From an optimization exercise on the open Yosys and OpenROAD flow, aimed at small area and a short achievable clock period; shortcuts taken in it are not production practice.
Function was checked by simulation only, so behaviour that the tests miss may differ from the original.
No activity file was given, so power comes from the tool's default toggle rates.

==> flow/design.v (excerpt) <==
module divider
        (
                input wire signed [31:0] data1,
                input wire signed [31:0] data2,
                input wire clock,
                input wire reset_n,
                output reg signed [31:0] q,
                output reg signed [31:0] r
        );
        wire        sa = data1[31];
        wire        sb = data2[31];
        wire        sq = sa ^ sb;
        wire        bz = ~|data2;
        wire [31:0] ora, orb;
        assign orb[0] = 1'b0;
        genvar j;
        generate
                for (j = 1; j < 32; j = j + 1) begin : neg_in
                        assign orb[j] = orb[j-1] | data2[j-1];
                end
        endgenerate
        wire ora_l0_1 = data1[1] | data1[0];
        wire ora_l0_3 = data1[3] | data1[2];
        wire ora_l0_5 = data1[5] | data1[4];
        wire ora_l0_7 = data1[7] | data1[6];
        wire ora_l0_9 = data1[9] | data1[8];
        wire ora_l0_11 = data1[11] | data1[10];
        wire ora_l0_13 = data1[13] | data1[12];
        wire ora_l0_15 = data1[15] | data1[14];
        wire ora_l0_17 = data1[17] | data1[16];
        wire ora_l0_19 = data1[19] | data1[18];
        wire ora_l0_21 = data1[21] | data1[20];
        wire ora_l0_23 = data1[23] | data1[22];
        wire ora_l0_25 = data1[25] | data1[24];
        wire ora_l0_27 = data1[27] | data1[26];
        wire ora_l0_29 = data1[29] | data1[28];
        wire ora_l1_2 = data1[2] | ora_l0_1;
        wire ora_l1_3 = ora_l0_3 | ora_l0_1;
        wire ora_l1_6 = data1[6] | ora_l0_5;
        wire ora_l1_7 = ora_l0_7 | ora_l0_5;
        wire ora_l1_10 = data1[10] | ora_l0_9;
        wire ora_l1_11 = ora_l0_11 | ora_l0_9;
        wire ora_l1_14 = data1[14] | ora_l0_13;
        wire ora_l1_15 = ora_l0_15 | ora_l0_13;
        wire ora_l1_18 = data1[18] | ora_l0_17;
        wire ora_l1_19 = ora_l0_19 | ora_l0_17;
        wire ora_l1_22 = data1[22] | ora_l0_21;
        wire ora_l1_23 = ora_l0_23 | ora_l0_21;
        wire ora_l1_26 = data1[26] | ora_l0_25;
        wire ora_l1_27 = ora_l0_27 | ora_l0_25;
        wire ora_l1_30 = data1[30] | ora_l0_29;
        wire ora_l2_4 = data1[4] | ora_l1_3;
        wire ora_l2_5 = ora_l0_5 | ora_l1_3;
  ...
Size in the first run: about 6800 cells after synthesis, roughly 64 flip-flops, roughly 130 I/O pins, ~37000 um^2 of cells after synthesis.
==> flow/config.mk <==
export PLATFORM = sky130hd
export DESIGN_NAME = divider
export DESIGN_NICKNAME = divider
export VERILOG_FILES = /design/flow/design.v
export SDC_FILE = /design/flow/constraint.sdc
export NUM_CORES = 4
export LEC_CHECK = 0
export ABC_AREA = 1
export CAP_MARGIN = 20
export CORE_MARGIN = 2
export CORE_UTILIZATION = 40
export SLEW_MARGIN = 20
==> flow/constraint.sdc <==
create_clock -name core_clock -period 150.0 [get_ports {clock}]
set_input_delay 30.0000 -clock core_clock [delete_from_list [all_inputs] [get_ports {clock}]]
set_output_delay 30.0000 -clock core_clock [all_outputs]
set_load 0.01 [all_outputs]
run.sh (not shown) runs the stock make flow with config.mk's settings and CLKGATE_MAP_FILE= SYNTH_SCRIPT=/design/flow/synth_recipe.tcl, a recipe that flattens the netlist after the stock synthesis.
Edit:
==> flow/flow/run.sh (new file) <==
#!/bin/bash
# The standard layout (standard.sh, standard synthesis included), with
# two changes:
#  - the buffers ORFS puts on every input and output port are
#    sky130_fd_sc_hd__buf_1 cells instead of the delay cells
#    (clkdlybuf4s50_1) that buffer_ports picks by itself; every port still
#    gets its own buffer;
#  - the post-CTS repair_timing aims for a setup slack of flow/setup_margin
#    ns instead of 0, using gate up-sizing only (no buffering, pin swaps or
#    cloning), so the netlist keeps the synthesized structure.
# The rest (global route with its usual repairs, detailed route, finish) is
# standard. The design's SDC and clock period are used unchanged.
set -euo pipefail
MARGIN=$(cat flow/setup_margin)
IOBUF="BUFFER_PORTS_ARGS=-buffer_cell sky130_fd_sc_hd__buf_1"
bash standard.sh "$IOBUF" SETUP_SLACK_MARGIN=$MARGIN SETUP_MOVE_SEQUENCE=sizeup \
  SKIP_GATE_CLONING=1 SKIP_PIN_SWAP=1 cts > flow_make_cts.log 2>&1
bash standard.sh "$IOBUF" finish > flow_make.log 2>&1
==> flow/flow/setup_margin (new file) <==
75
==> flow/standard.sh (new file) <==
#!/bin/bash
# synth_recipe.tcl (not shown) runs the flow's synth.tcl, then flattens the netlist and writes it again
# the make line also repeats each setting of config.mk as NAME=value (left out here)
make -C /OpenROAD-flow-scripts/flow DESIGN_CONFIG=/design/flow/config.mk WORK_HOME=/design/flow/orfs CLKGATE_MAP_FILE= SYNTH_SCRIPT=/design/flow/synth_recipe.tcl "${@:-finish}"
removed: flow/run.sh
What happened: Global-route usage goes down by 0.18 points. Worst hold slack improves by 0.0064 ns. Routed wire length came out lower by 0.48%.
Edit:
==> flow/flow/run.sh (replaced) <==
#!/bin/bash
# The standard layout (standard.sh, standard synthesis included), run in
# two parts: up to CTS, the post-CTS repair_timing aims for a setup slack of
# flow/setup_margin ns instead of 0, using gate up-sizing only (no
# buffering, pin swaps or cloning), so the netlist keeps the synthesized
# structure; the rest (global route with its usual repairs, detailed route,
# finish) is standard. The design's SDC and clock period are used unchanged.
set -euo pipefail
MARGIN=$(cat flow/setup_margin)
bash standard.sh SETUP_SLACK_MARGIN=$MARGIN SETUP_MOVE_SEQUENCE=sizeup \
  SKIP_GATE_CLONING=1 SKIP_PIN_SWAP=1 cts > flow_make_cts.log 2>&1
bash standard.sh finish > flow_make.log 2>&1
==> flow/flow/setup_margin (replaced) <==
74
What happened: Final cell count stays flat; design area rose by 1.3%; fmax fell by 1.2%; area after synthesis stays the same.
Edit:
==> flow/flow/run.sh (replaced) <==
#!/bin/bash
# The standard layout (standard.sh, standard synthesis included), with
# two changes:
#  - the buffers ORFS puts on every input and output port are
#    sky130_fd_sc_hd__buf_1 cells instead of the delay cells
#    (clkdlybuf4s50_1) that buffer_ports picks by itself; every port still
#    gets its own buffer;
#  - the post-CTS repair_timing aims for a setup slack of flow/setup_margin
#    ns instead of 0, using gate up-sizing only (no buffering, pin swaps or
#    cloning), so the netlist keeps the synthesized structure.
# The rest (global route with its usual repairs, detailed route, finish) is
# standard. The design's SDC and clock period are used unchanged.
set -euo pipefail
MARGIN=$(cat flow/setup_margin)
IOBUF="BUFFER_PORTS_ARGS=-buffer_cell sky130_fd_sc_hd__buf_1"
bash standard.sh "$IOBUF" SETUP_SLACK_MARGIN=$MARGIN SETUP_MOVE_SEQUENCE=sizeup \
  SKIP_GATE_CLONING=1 SKIP_PIN_SWAP=1 cts > flow_make_cts.log 2>&1
bash standard.sh "$IOBUF" finish > flow_make.log 2>&1
- The changed run completed with no timing, DRC or antenna violations
- final cell count is about the same
- global-route usage fell by 0.39 points
- worst setup slack got worse by 0.041 ns
- sequential power stays flat
- non-clock buffer count is higher by 4
- sequential share of layout area barely changes
- area after synthesis does not change
- die area stays the same
- combinational power drops by about 3%
- worst hold slack gets better by 0.0046 ns
- critical path depth is higher by 5

divider, a different RTL version from the one above (not shown whole).
Size in the first run: about 130 I/O pins, roughly 38000 µm² of cells after synthesis.
Settings: LEC_CHECK=0, ABC_AREA=1, CAP_MARGIN=20, CORE_MARGIN=2, CORE_UTILIZATION=40, SLEW_MARGIN=20; clock period 150.0 ns.
standard.sh (not shown) runs the stock make flow with config.mk's settings and CLKGATE_MAP_FILE= SYNTH_SCRIPT=/design/flow/synth_recipe.tcl, a recipe that flattens the netlist after the stock synthesis.
==> flow/flow/run.sh <==
#!/bin/bash
# The standard layout (standard.sh, standard synthesis included), except
# that repair_timing after CTS and after global routing aims for a setup
# slack of flow/setup_margin ns instead of 0, using gate up-sizing only (no
# buffering, pin swaps or cloning), so the netlist keeps the synthesized
# structure. The design's SDC and clock period are used unchanged.
set -euo pipefail
MARGIN=$(cat flow/setup_margin)
bash standard.sh SETUP_SLACK_MARGIN=$MARGIN SETUP_MOVE_SEQUENCE=sizeup \
  SKIP_GATE_CLONING=1 SKIP_PIN_SWAP=1 finish > flow_make.log 2>&1
==> flow/flow/setup_margin <==
74
Rerun with:
==> flow/flow/run.sh (replaced) <==
#!/bin/bash
set -euo pipefail
MARGIN=$(cat flow/setup_margin)
bash standard.sh SETUP_SLACK_MARGIN=$MARGIN SKIP_GATE_CLONING=1 finish > flow_make.log 2>&1
==> flow/flow/setup_margin (replaced) <==
76
Effect: Fmax climbs by 0.82%. Count of clock-buffer cells in the layout stays the same. Cell area drops by 5.8%. Global-route usage climbs by 0.57 points. Worst hold slack improves by 0.023 ns.

Another version of the RTL of divider (not shown whole).
Size: about 6400 cells after synthesis, about 64 flip-flops, ~130 I/O pins.
Settings: LEC_CHECK=0, ABC_AREA=1, CAP_MARGIN=20, CORE_MARGIN=2, CORE_UTILIZATION=40, SLEW_MARGIN=20; clock period 150.0 ns.
run.sh (not shown) runs the stock make flow with config.mk's settings and CLKGATE_MAP_FILE= SYNTH_SCRIPT=/design/flow/synth_recipe.tcl, a recipe that flattens the netlist after the stock synthesis.
Stock flow here: none of the scripts above is used.
Change:
CORE_UTILIZATION = 60   (was 40)
PLACE_DENSITY = 0.8   (was not set)
After rerunning: The changed run finished clean; routed wire length goes down by a little under a tenth; cell area goes down slightly; area after synthesis does not change; critical path depth goes down by 6; count of clock-buffer cells in the layout stays the same; total power is about the same; combinational power barely changes; final cell count goes down by a few percent; clock power goes up by about a fifth.

afterwards: timing with drivers on the ports:
The flow's constraints put no driver on any port. The routed layouts listed below were extracted and timed again, unchanged, in two steps. Step 1: set_driving_cell puts a clkbuf_16 on clock and a buf_2 on each other input, an assumption about the parent block. Step 2 adds t to the input delays and takes it off the output delays; t is the mean of the earliest and latest rising clock arrival at the registers after step 1. Input paths then give back, and output paths get back, about the clock's delay inside the block. Slacks: ideal / step 1 / step 2; pairs: ideal / step 1.
| run | t, ns | setup WS [ns] | worst setup path after step 2 |
|---|---|---|---|
| the first run of note 1 | 0.445 | 69.708 / 69.720 / 69.276 | input to register |
| the second run of note 1 | 0.454 | 74.402 / 74.389 / 73.936 | input to register |
| the third run of note 1 | 0.447 | 73.461 / 73.490 / 73.043 | input to register |
| the fourth run of note 1 | 0.449 | 73.420 / 73.451 / 73.002 | input to register |
| the first run of note 2 | 0.467 | 75.127 / 75.153 / 74.687 | input to register |
| the second run of note 2 | 0.469 | 75.737 / 75.781 / 75.312 | input to register |
| the first run of note 3 | 0.454 | 64.088 / 64.128 / 63.675 | input to register |
| the second run of note 3 | 0.459 | 63.466 / 63.503 / 63.044 | input to register |
After both steps every run listed still meets setup and hold. The setup slack of the second run of note 1, which loses most, moves by -0.013 ns with the drivers and by -0.466 ns with both steps.
